What follows belongs to an exercise in optimizing a design on an open flow for small area; a production flow would make more cautious choices.
Where RTL was checked, it was by simulation tests only, not by an equivalence proof against the original.
Power and IR drop assume default switching activity.

## P
## money
module money(reset,CLK, M0, M1, M2, M3, M4, M5, ti , wi, ci, B1, B2, B3, C1, C2, C3, C4, rr, out, To, Wo, Co, Bo, C, so, RRo);
export LEC_CHECK = 0
export CAP_MARGIN = 20
export CORE_MARGIN = 2
export CORE_UTILIZATION = 40
export GPL_TIMING_DRIVEN = 0
export SLEW_MARGIN = 20
create_clock -name core_clock -period 5.0 [get_ports {CLK}]
standard.sh (not shown) runs the stock make flow with config.mk's settings and CLKGATE_MAP_FILE= SYNTH_SCRIPT=/design/flow/synth_recipe.tcl, a recipe that flattens the netlist after the stock synthesis.
==> flow/flow/run.sh <==
#!/bin/bash
# Own layout flow: the standard ORFS flow (standard.sh) with
#  - an area-oriented ABC mapping script (flow/abc.script) for the
#    combinational logic; flip-flops are mapped by Yosys exactly as in the
#    standard synthesis, so their names and cell types are unchanged,
#  - extra settings from flow/env.sh (port buffer cell, clock tree options,
#    area recovery).
# Each tool's output is logged by ORFS under orfs/logs/; make's own output
# goes to flow_make.log.
set -euo pipefail
W=$PWD
rm -rf "$W/myscripts"
cp -r "$FLOW_HOME/scripts" "$W/myscripts"
python3 - "$W/myscripts/synth_preamble.tcl" <<'PY'
import sys
p = sys.argv[1]
s = open(p).read()
key = "# Create argument list for stat"
assert key in s
s = s.replace(key, "if { [info exists ::env(MY_ABC_SCRIPT)] } {\n  set abc_script $::env(MY_ABC_SCRIPT)\n}\n" + key, 1)
open(p, "w").write(s)
PY
export SCRIPTS_DIR="$W/myscripts"
export MY_ABC_SCRIPT="$W/flow/abc.script"
if [[ -f "$W/flow/env.sh" ]]; then
  source "$W/flow/env.sh"
fi
bash "$W/standard.sh" finish > "$W/flow_make.log" 2>&1
==> flow/flow/abc.script <==
strash
balance
rewrite
refactor
balance
rewrite
rewrite -z
balance
refactor -z
rewrite -z
balance
dch
map -a
==> flow/flow/env.sh <==
export BUFFER_PORTS_ARGS="-buffer_cell sky130_fd_sc_hd__buf_1"
export CTS_ARGS="-sink_clustering_enable -repair_clock_nets -dont_use_dummy_load -buf_list sky130_fd_sc_hd__clkbuf_8 -root_buf sky130_fd_sc_hd__clkbuf_4 -sink_clustering_size 20 -sink_clustering_max_diameter 100"
export RECOVER_POWER=100
P | status: complete | timing, DRC, antenna: pass
diff inputs: P => Q
==> flow/flow/run.sh <==
#!/bin/bash
# Own layout flow: the standard ORFS flow (standard.sh) with
#  - an area-oriented ABC mapping script for the combinational logic
#    (flip-flops are mapped by Yosys as in the standard synthesis, so their
#    names and cell types are unchanged),
#  - port buffers of the smallest buffer cell.
set -euo pipefail
W=$PWD
rm -rf "$W/myscripts"
cp -r "$FLOW_HOME/scripts" "$W/myscripts"
python3 - "$W/myscripts/synth_preamble.tcl" <<'PY'
import sys
p = sys.argv[1]
s = open(p).read()
key = "# Create argument list for stat"
assert key in s
s = s.replace(key, "if { [info exists ::env(MY_ABC_SCRIPT)] } {\n  set abc_script $::env(MY_ABC_SCRIPT)\n}\n" + key, 1)
open(p, "w").write(s)
PY
export SCRIPTS_DIR="$W/myscripts"
export MY_ABC_SCRIPT="$W/flow/abc.script"
if [[ -f "$W/flow/buffer_ports_args" ]]; then
  export BUFFER_PORTS_ARGS="$(cat "$W/flow/buffer_ports_args")"
fi
bash "$W/standard.sh" finish > "$W/flow_make.log" 2>&1
==> flow/flow/buffer_ports_args (new file) <==
-buffer_cell sky130_fd_sc_hd__buf_1
removed: flow/flow/env.sh
Q vs. P: number of search-and-repair iterations in the first detailed-routing pass flat; global-route wire length before repair flat; met2 capacity usage during global routing flat; clock distribution area overhead in the final layout up 3.0 points; final critical-path setup slack down 0.0055 ns.
Q has cell count above what P had.
Inputs modified between Q and R:
-- flow/flow/run.sh --
<<< Q, line 24
fi
bash "$W/standard.sh" finish > "$W/flow_make.log" 2>&1
>>> R, line 24
fi
if [[ -f "$W/flow/cts_args" ]]; then
  export CTS_ARGS="$(cat "$W/flow/cts_args")"
fi
bash "$W/standard.sh" finish > "$W/flow_make.log" 2>&1
==> flow/flow/cts_args (new file) <==
-sink_clustering_enable -repair_clock_nets -dont_use_dummy_load -buf_list sky130_fd_sc_hd__clkbuf_2 -root_buf sky130_fd_sc_hd__clkbuf_4 -sink_clustering_size 12 -sink_clustering_max_diameter 60
Notes after the runs:
R finished every step from synthesis to the final layout, and the layout passed the timing, design-rule and antenna checks. In the tables for R and Q, final clock period utilization by the worst path reads higher with Q. On worst-case headroom to the max-slew limit, Q beats R. Re part of the power in combinational logic: R and Q aren't equal, and the higher value belongs to R. Summary of R over Q: clock power share fell by 9.7 points; sequential group share of total power now sits higher; clock-pin transition on the worst setup and hold timing paths rose 0.02 ns. Compared to Q, R has largest vdd supply drop about 11% lower. On cell area after synthesis, R tracks Q almost exactly. Compared with Q, R shows a lower global-route usage. Share of final layout cell area taken by clock buffers and inverters: R < Q.
Here is what was changed in the inputs of S compared with R.
removed: flow/flow/cts_args
### Flow results
R has lower clock power than S. On wire length per cell after detailed routing, S tracks R almost exactly. Against R, S comes in 0.015 ns higher on final period demand of the worst path. S against R: utilization went up; worst setup skew after layout went down.
The inputs of T differ from those of S as listed below.
==> flow/flow/cts_args (new file) <==
-sink_clustering_enable -repair_clock_nets -dont_use_dummy_load -buf_list sky130_fd_sc_hd__clkbuf_4 -root_buf sky130_fd_sc_hd__clkbuf_4 -sink_clustering_size 20 -sink_clustering_max_diameter 100
- T finished end to end and its layout was clean on timing, DRC and antenna.
- Summary: with S as the reference, final area in T moved down by a few percent.
- From T to S, layout multi-input combinational cell count did not move at all.
- Global-route usage is higher on S
- Number of global-route vias before repair down about 0.44% in T wrt S
- Any difference in routed via count between T and S is small enough to ignore.
- Relative to S, utilization has gone down in T.

========
## job 5210
money, a different RTL version from the one above (not shown whole).
For scale: about 290 cells after synthesis, roughly 1900 µm² of cells after synthesis.
## money
module money(reset,CLK, M0, M1, M2, M3, M4, M5, ti , wi, ci, B1, B2, B3, C1, C2, C3, C4, rr, out, To, Wo, Co, Bo, C, so, RRo);
export LEC_CHECK = 0
export CAP_MARGIN = 20
export CORE_MARGIN = 2
export CORE_UTILIZATION = 40
export GPL_TIMING_DRIVEN = 0
export SLEW_MARGIN = 20
create_clock -name core_clock -period 5.0 [get_ports {CLK}]
==> flow/flow/run.sh <==
#!/bin/bash
# Own layout flow: the standard ORFS flow (standard.sh) with
#  - the combinational logic mapped by whichever ABC script in flow/abc/
#    gives the smallest cell area while its netlist still meets the clock
#    before layout (flip-flops are mapped by Yosys exactly as in the standard
#    synthesis, so their names and cell types are unchanged),
#  - extra settings from flow/env.sh (port buffer cell, clock tree options,
#    area recovery).
# ORFS logs each tool under orfs/logs/; make's output of each synthesis try
# goes to try_<script>.log and of the final run to flow_make.log; the
# choice is logged in choose.log.
set -euo pipefail
W=$PWD
rm -rf "$W/myscripts"
cp -r "$FLOW_HOME/scripts" "$W/myscripts"
python3 - "$W/myscripts/synth_preamble.tcl" <<'PY'
import sys
p = sys.argv[1]
s = open(p).read()
key = "# Create argument list for stat"
assert key in s
s = s.replace(key, "if { [info exists ::env(MY_ABC_SCRIPT)] } {\n  set abc_script $::env(MY_ABC_SCRIPT)\n}\n" + key, 1)
open(p, "w").write(s)
PY
export SCRIPTS_DIR="$W/myscripts"
if [[ -f "$W/flow/env.sh" ]]; then
  source "$W/flow/env.sh"
fi
RES="$W/orfs/results/$FLOW_PLATFORM/money/base"
REP="$W/orfs/reports/$FLOW_PLATFORM/money/base"
PLAT="$FLOW_HOME/platforms/$FLOW_PLATFORM"
LIB="$PLAT/lib/sky130_fd_sc_hd__tt_025C_1v80.lib"
: > "$W/choose.log"
for s in "$W"/flow/abc/*.script; do
  name=$(basename "$s" .script)
  rm -rf "$W/orfs"
  if ! MY_ABC_SCRIPT="$s" bash "$W/standard.sh" synth > "$W/try_$name.log" 2>&1; then
    echo "$name failed" >> "$W/choose.log"
    continue
  fi
  area=$(grep "Chip area" "$REP/synth_stat.txt" | awk '{print $NF}')
  cat > "$W/sta_$name.tcl" <<EOT
read_lef $PLAT/lef/sky130_fd_sc_hd.tlef
read_lef $PLAT/lef/sky130_fd_sc_hd_merged.lef
read_liberty $LIB
read_verilog $RES/1_2_yosys.v
link_design $FLOW_TOP
read_sdc $FLOW_SDC
set_driving_cell -lib_cell sky130_fd_sc_hd__buf_1 [delete_from_list [all_inputs] [get_ports CLK]]
report_worst_slack -max -digits 3
EOT
  slack=$(openroad -no_init -exit "$W/sta_$name.tcl" 2>&1 | tee "$W/sta_$name.log" | awk '/^worst slack max/ {print $4}')
  echo "$name $area $slack" >> "$W/choose.log"
done
best=$(python3 - "$W/choose.log" <<'PY'
import sys
rows = []
for line in open(sys.argv[1]):
    f = line.split()
    if len(f) == 3 and f[1] != "failed":
        try:
            rows.append((f[0], float(f[1]), float(f[2])))
        except ValueError:
            pass
ok = [r for r in rows if r[2] >= 0.0]
if ok:
    print(min(ok, key=lambda r: (r[1], r[0]))[0])
else:
    print(max(rows, key=lambda r: r[2])[0])
PY
)
echo "chosen $best" >> "$W/choose.log"
rm -rf "$W/orfs"
export MY_ABC_SCRIPT="$W/flow/abc/$best.script"
bash "$W/standard.sh" finish > "$W/flow_make.log" 2>&1
==> flow/flow/abc/s3.script <==
strash
balance
rewrite
refactor
balance
rewrite
rewrite -z
balance
refactor -z
rewrite -z
balance
dch
map -a
==> flow/flow/env.sh <==
export BUFFER_PORTS_ARGS="-buffer_cell sky130_fd_sc_hd__buf_1"
export CTS_ARGS="-dont_use_dummy_load -buf_list sky130_fd_sc_hd__clkbuf_8 -root_buf sky130_fd_sc_hd__clkbuf_8"
export RECOVER_POWER=100
#### Input delta (job 4266 over job 5210)
==> flow/flow/env.sh <==
export BUFFER_PORTS_ARGS="-buffer_cell sky130_fd_sc_hd__buf_1"
export CTS_ARGS="-sink_clustering_enable -repair_clock_nets -dont_use_dummy_load -buf_list sky130_fd_sc_hd__clkbuf_4 -root_buf sky130_fd_sc_hd__clkbuf_4 -sink_clustering_size 20 -sink_clustering_max_diameter 100"
export RECOVER_POWER=100
--- outcome ---
Higher worst-case vdd ir drop goes to job 4266 over job 5210.
Diff job 5210 -> job 4266: post-layout minimum cycle time decreased 0.072 ns; sequential share of layout area increased 0.41 points; share of the cycle needed by the critical path after routing decreased 1.4 points; relative area change from synthesis to final layout decreased 1.7 points; number of clock buffers in the layout essentially unchanged.
Compared to job 5210, job 4266 has summed area of non-filler cells in the final layout about 1.4% lower.
What job 1968 does differently from job 4266 at the input level:
-- flow/flow/env.sh --
<<< job 4266, line 3
export RECOVER_POWER=100
>>> job 1968, line 3
export RECOVER_POWER=100
export SKIP_CTS_REPAIR_TIMING=1
export SKIP_INCREMENTAL_REPAIR=1
==> comparison <==
Summary across job 4266 and job 1968: the single failing run is job 1968.
For job 1968, the critical path endpoint was out[6]$_SDFF_PP0_, unlike job 4266, where it was out[7]$_SDFF_PP0_.
Per the comparison of job 1968 with job 4266, via count lower, non-clock buffer count fell by 3, highest achievable clock rate fell by 0.028 GHz.
Higher average vias per placed instance goes to job 4266 over job 1968.
Looking at final period utilization, job 1968 sits 13 points above job 4266.
Summary of job 1968 over job 4266: data required time of the critical path about even; total power fell about 4.7%.
Modified inputs, job 6929 compared to job 1968
-- flow/flow/env.sh --
<<< job 1968, line 4
export SKIP_CTS_REPAIR_TIMING=1
export SKIP_INCREMENTAL_REPAIR=1
>>> job 6929, line 4
export SKIP_CTS_REPAIR_TIMING=1
==> notes.md <==
Job 6929 | stages: all done | timing, DRC, antenna: all pass. Number of max-capacitance violations reported came out exactly the same in job 6929 and job 1968. Against job 1968, job 6929 comes in 1.1 points lower on sequential share of layout area. Diff job 1968 -> job 6929: count of vias placed by the detailed router now sits higher; number of clock-tree buffers in the layout now sits at about the same level; setup slack now sits higher. Diff job 1968 -> job 6929 | arrival time of the worst setup path | decrease of 0.64 ns. Cell area | job 6929 vs job 1968 | job 6929 larger. Taking job 1968 as the reference, in job 6929 non-clock buffer count increased 3, multi-input combinational cell area increased about 5.4%.
Input-level comparison between job 9157 and job 6929:
==> flow/flow/abc/u1.script (new file) <==
strash
balance
rewrite
refactor
balance
rewrite
rewrite -z
balance
refactor -z
rewrite -z
balance
dch -f
amap
-- flow/flow/env.sh --
<<< job 6929, line 4
export SKIP_CTS_REPAIR_TIMING=1
>>> job 9157, line 4
export SKIP_CTS_REPAIR_TIMING=1
export SKIP_INCREMENTAL_REPAIR=1
removed: flow/flow/abc/s3.script
==> notes.md <==
In the reports for job 9157 and job 6929, the larger proportion of cell area occupied by multi-input gates belongs to job 9157. Job 9157: global-route usage over all layers 0.18 points below job 6929. Out of job 9157 and job 6929, the only run to close with the timing, design-rule and antenna checks passing was job 6929. Job 9157: complete, dirty (setup timing). Looking at job 9157 and job 6929, the placed standard-cell area is a wash. [job 9157 vs job 6929] power share of the combinational group: higher in job 9157. For job 9157, the launching element of the worst setup path was out[7]$_SDFF_PP0_, unlike job 6929, where it was M5.
Input-level comparison between job 7206 and job 9157:
==> flow/flow/abc/s3.script (new file) <==
strash
balance
rewrite
refactor
balance
rewrite
rewrite -z
balance
refactor -z
rewrite -z
balance
dch
map -a
==> flow/flow/env.sh <==
export BUFFER_PORTS_ARGS="-buffer_cell sky130_fd_sc_hd__buf_1"
export CTS_ARGS="-dont_use_dummy_load -buf_list sky130_fd_sc_hd__clkbuf_16 -root_buf sky130_fd_sc_hd__clkbuf_16 -distance_between_buffers 500"
export RECOVER_POWER=100
removed: flow/flow/abc/u1.script
==> notes.md <==
- Every stage of the flow completed for job 7206, and the final layout passed the timing, design-rule and antenna checks.
- On job 7206: post-route minimum period is 1.10 ns lower than what job 9157 gave.
- Job 7206 ended with less clock slew at the register clock pins of the worst setup and hold paths than job 9157.
- Sort job 9157 and job 7206 by mapped cell area desc -> top: job 7206
- Initial standard-cell utilization of the core (lower): job 7206
- Against job 9157, job 7206 reports a logic gate share of total power that is lower.
- Looking at post-detailed-routing wire length, job 7206 sits 0.31% above job 9157.
- In the reports for job 9157 and job 7206, the smaller total number of placement rows belongs to job 9157.
Function was not checked in any run of this note: the RTL went through the layout flow alone.

========
== north ==
RTL: one of the versions met above, not the one the previous note started from.
Size in the first run: ~290 cells after synthesis, ~34 flip-flops, about 50 I/O pins, ~1900 um^2 of cells after synthesis.
clock: 5.0 ns
lec_check: 0
cap_margin: 20
core_margin: 2
core_utilization: 40
gpl_timing_driven: 0
slew_margin: 20
==> flow/flow/run.sh <==
#!/bin/bash
# Own layout flow: the standard ORFS flow (standard.sh) with
#  - an area-oriented ABC mapping script (flow/abc.script) for the
#    combinational logic; flip-flops are mapped by Yosys exactly as in the
#    standard synthesis, so their names and cell types are unchanged,
#  - extra settings from flow/env.sh (port buffer cell, clock tree options,
#    area recovery).
# Each tool's output is logged by ORFS under orfs/logs/; make's own output
# goes to flow_make.log.
set -euo pipefail
W=$PWD
rm -rf "$W/myscripts"
cp -r "$FLOW_HOME/scripts" "$W/myscripts"
python3 - "$W/myscripts/synth_preamble.tcl" <<'PY'
import sys
p = sys.argv[1]
s = open(p).read()
key = "# Create argument list for stat"
assert key in s
s = s.replace(key, "if { [info exists ::env(MY_ABC_SCRIPT)] } {\n  set abc_script $::env(MY_ABC_SCRIPT)\n}\n" + key, 1)
open(p, "w").write(s)
PY
export SCRIPTS_DIR="$W/myscripts"
export MY_ABC_SCRIPT="$W/flow/abc.script"
if [[ -f "$W/flow/env.sh" ]]; then
  source "$W/flow/env.sh"
fi
bash "$W/standard.sh" finish > "$W/flow_make.log" 2>&1
==> flow/flow/env.sh <==
export BUFFER_PORTS_ARGS="-buffer_cell sky130_fd_sc_hd__buf_1"
export CTS_ARGS="-sink_clustering_enable -repair_clock_nets -dont_use_dummy_load -buf_list sky130_fd_sc_hd__clkbuf_4 -root_buf sky130_fd_sc_hd__clkbuf_4 -sink_clustering_size 20 -sink_clustering_max_diameter 100"
export RECOVER_POWER=100
Scripts as last shown in full above: flow/flow/abc.script
Every stage of the flow completed for north, and the final layout passed the timing, design-rule and antenna checks.
Inputs modified between north and south:
==> flow/flow/env.sh <==
export BUFFER_PORTS_ARGS="-buffer_cell sky130_fd_sc_hd__buf_1"
export CTS_ARGS="-sink_clustering_enable -dont_use_dummy_load -buf_list sky130_fd_sc_hd__clkbuf_8 -root_buf sky130_fd_sc_hd__clkbuf_8 -sink_clustering_size 40 -sink_clustering_max_diameter 500"
export RECOVER_POWER=100
--- outcome ---
north: no failed stages, no open violations at the end. south closes out successfully: all stages finished, all timing, DRC and antenna checks passed. south vs north, final critical-path setup slack went down by 11 ps. Compared south against north; combined global-route utilization of all metal layers within noise. Fraction of the cycle the final worst path needs, north and south: lower on north.
Edits applied to the flow inputs when going from south to east:
==> flow/flow/env.sh <==
export BUFFER_PORTS_ARGS="-buffer_cell sky130_fd_sc_hd__buf_1"
export CTS_ARGS="-sink_clustering_enable -repair_clock_nets -dont_use_dummy_load -sink_clustering_size 12"
export RECOVER_POWER=100
## What came out
Compared with south, in east global-route usage was more or less identical, post-CTS resize count essentially unchanged.
From south to east the numbers moved as follows: total die area did not really move; maximum number of pins on one net before global-route repair did not really move; placed instance area did not really move; register-to-register slack did not really move.
### east -> west
- clearing GPL_TIMING_DRIVEN, which used to be 0
==> flow/flow/run.sh <==
#!/bin/bash
# Own layout flow: the standard ORFS flow (standard.sh) with
#  - an area-oriented ABC mapping script for the combinational logic
#    (flip-flops are mapped by Yosys as in the standard synthesis, so their
#    names and cell types are unchanged),
#  - port buffers of the smallest buffer cell.
set -euo pipefail
W=$PWD
rm -rf "$W/myscripts"
cp -r "$FLOW_HOME/scripts" "$W/myscripts"
python3 - "$W/myscripts/synth_preamble.tcl" <<'PY'
import sys
p = sys.argv[1]
s = open(p).read()
key = "# Create argument list for stat"
assert key in s
s = s.replace(key, "if { [info exists ::env(MY_ABC_SCRIPT)] } {\n  set abc_script $::env(MY_ABC_SCRIPT)\n}\n" + key, 1)
open(p, "w").write(s)
PY
export SCRIPTS_DIR="$W/myscripts"
export MY_ABC_SCRIPT="$W/flow/abc.script"
if [[ -f "$W/flow/buffer_ports_args" ]]; then
  export BUFFER_PORTS_ARGS="$(cat "$W/flow/buffer_ports_args")"
fi
bash "$W/standard.sh" finish > "$W/flow_make.log" 2>&1
==> flow/flow/buffer_ports_args (new file) <==
-buffer_cell sky130_fd_sc_hd__buf_1
removed: flow/flow/env.sh
When the final numbers for west and east were put side by side, the number of cells on the worst reg-to-reg path turned out to be greater in east.
west: done, clean on timing, DRC and antenna
Between west and east, the difference in worst hold margin is negligible.
Finished layout cell area went up by a few percent going from east to west.
[compare] base=east new=west: endpoint required time on the critical path ~0 delta; slew of the pin with the lowest slew margin saw a decrease; initial cell density of the core ~0 delta.
Comparing west and east, the lower critical path depth in cells was measured on west.

[separate check: timing with driven ports]
How much do the figures lean on ideal ports? The routed layouts below were timed once more, with nothing changed but the port constraints.
Step 1: set_driving_cell puts a clkbuf_16 on CLK and a buf_2 on each other input, an assumption about the parent block.
Step 2, shift: input delay + t, output delay - t, t = (earliest + latest rising clock arrival at the registers) / 2. This alone moves slack from input paths to output paths.
Three values: no drivers, after step 1, after step 2; two values: the first two.
run	t (ns)	setup slack, ns	worst setup path at the end	latest minus earliest clock arrival (ns)	cell pins on the clock port's net
P	0.350	0.501 / 0.501 / 0.206	input to register	0.027 / 0.027	1
Q	0.312	0.495 / 0.495 / 0.212	input to register	0.006 / 0.006	1
R	0.351	0.510 / 0.510 / 0.214	input to register	0.026 / 0.026	1
S	0.312	0.495 / 0.495 / 0.212	input to register	0.006 / 0.006	1
T	0.351	0.510 / 0.510 / 0.214	input to register	0.026 / 0.026	1
job 5210	0.308	0.451 / 0.455 / 0.147	input to register	0.013 / 0.013	1
job 4266	0.355	0.523 / 0.525 / 0.169	input to register	0.021 / 0.021	1
job 1968	0.359	-0.123 / -0.123 / -0.401	input to register	0.021 / 0.021	1
job 6929	0.355	0.523 / 0.525 / 0.169	input to register	0.021 / 0.021	1
job 9157	0.353	-0.638 / -0.638 / -0.954	input to register	0.028 / 0.028	1
job 7206	0.304	0.457 / 0.466 / 0.162	input to register	0.009 / 0.009	1
north	0.350	0.501 / 0.501 / 0.206	input to register	0.027 / 0.027	1
south	0.304	0.489 / 0.489 / 0.201	input to register	0.015 / 0.015	1
east	0.304	0.489 / 0.489 / 0.201	input to register	0.015 / 0.015	1
west	0.312	0.538 / 0.538 / 0.234	input to register	0.001 / 0.002	1
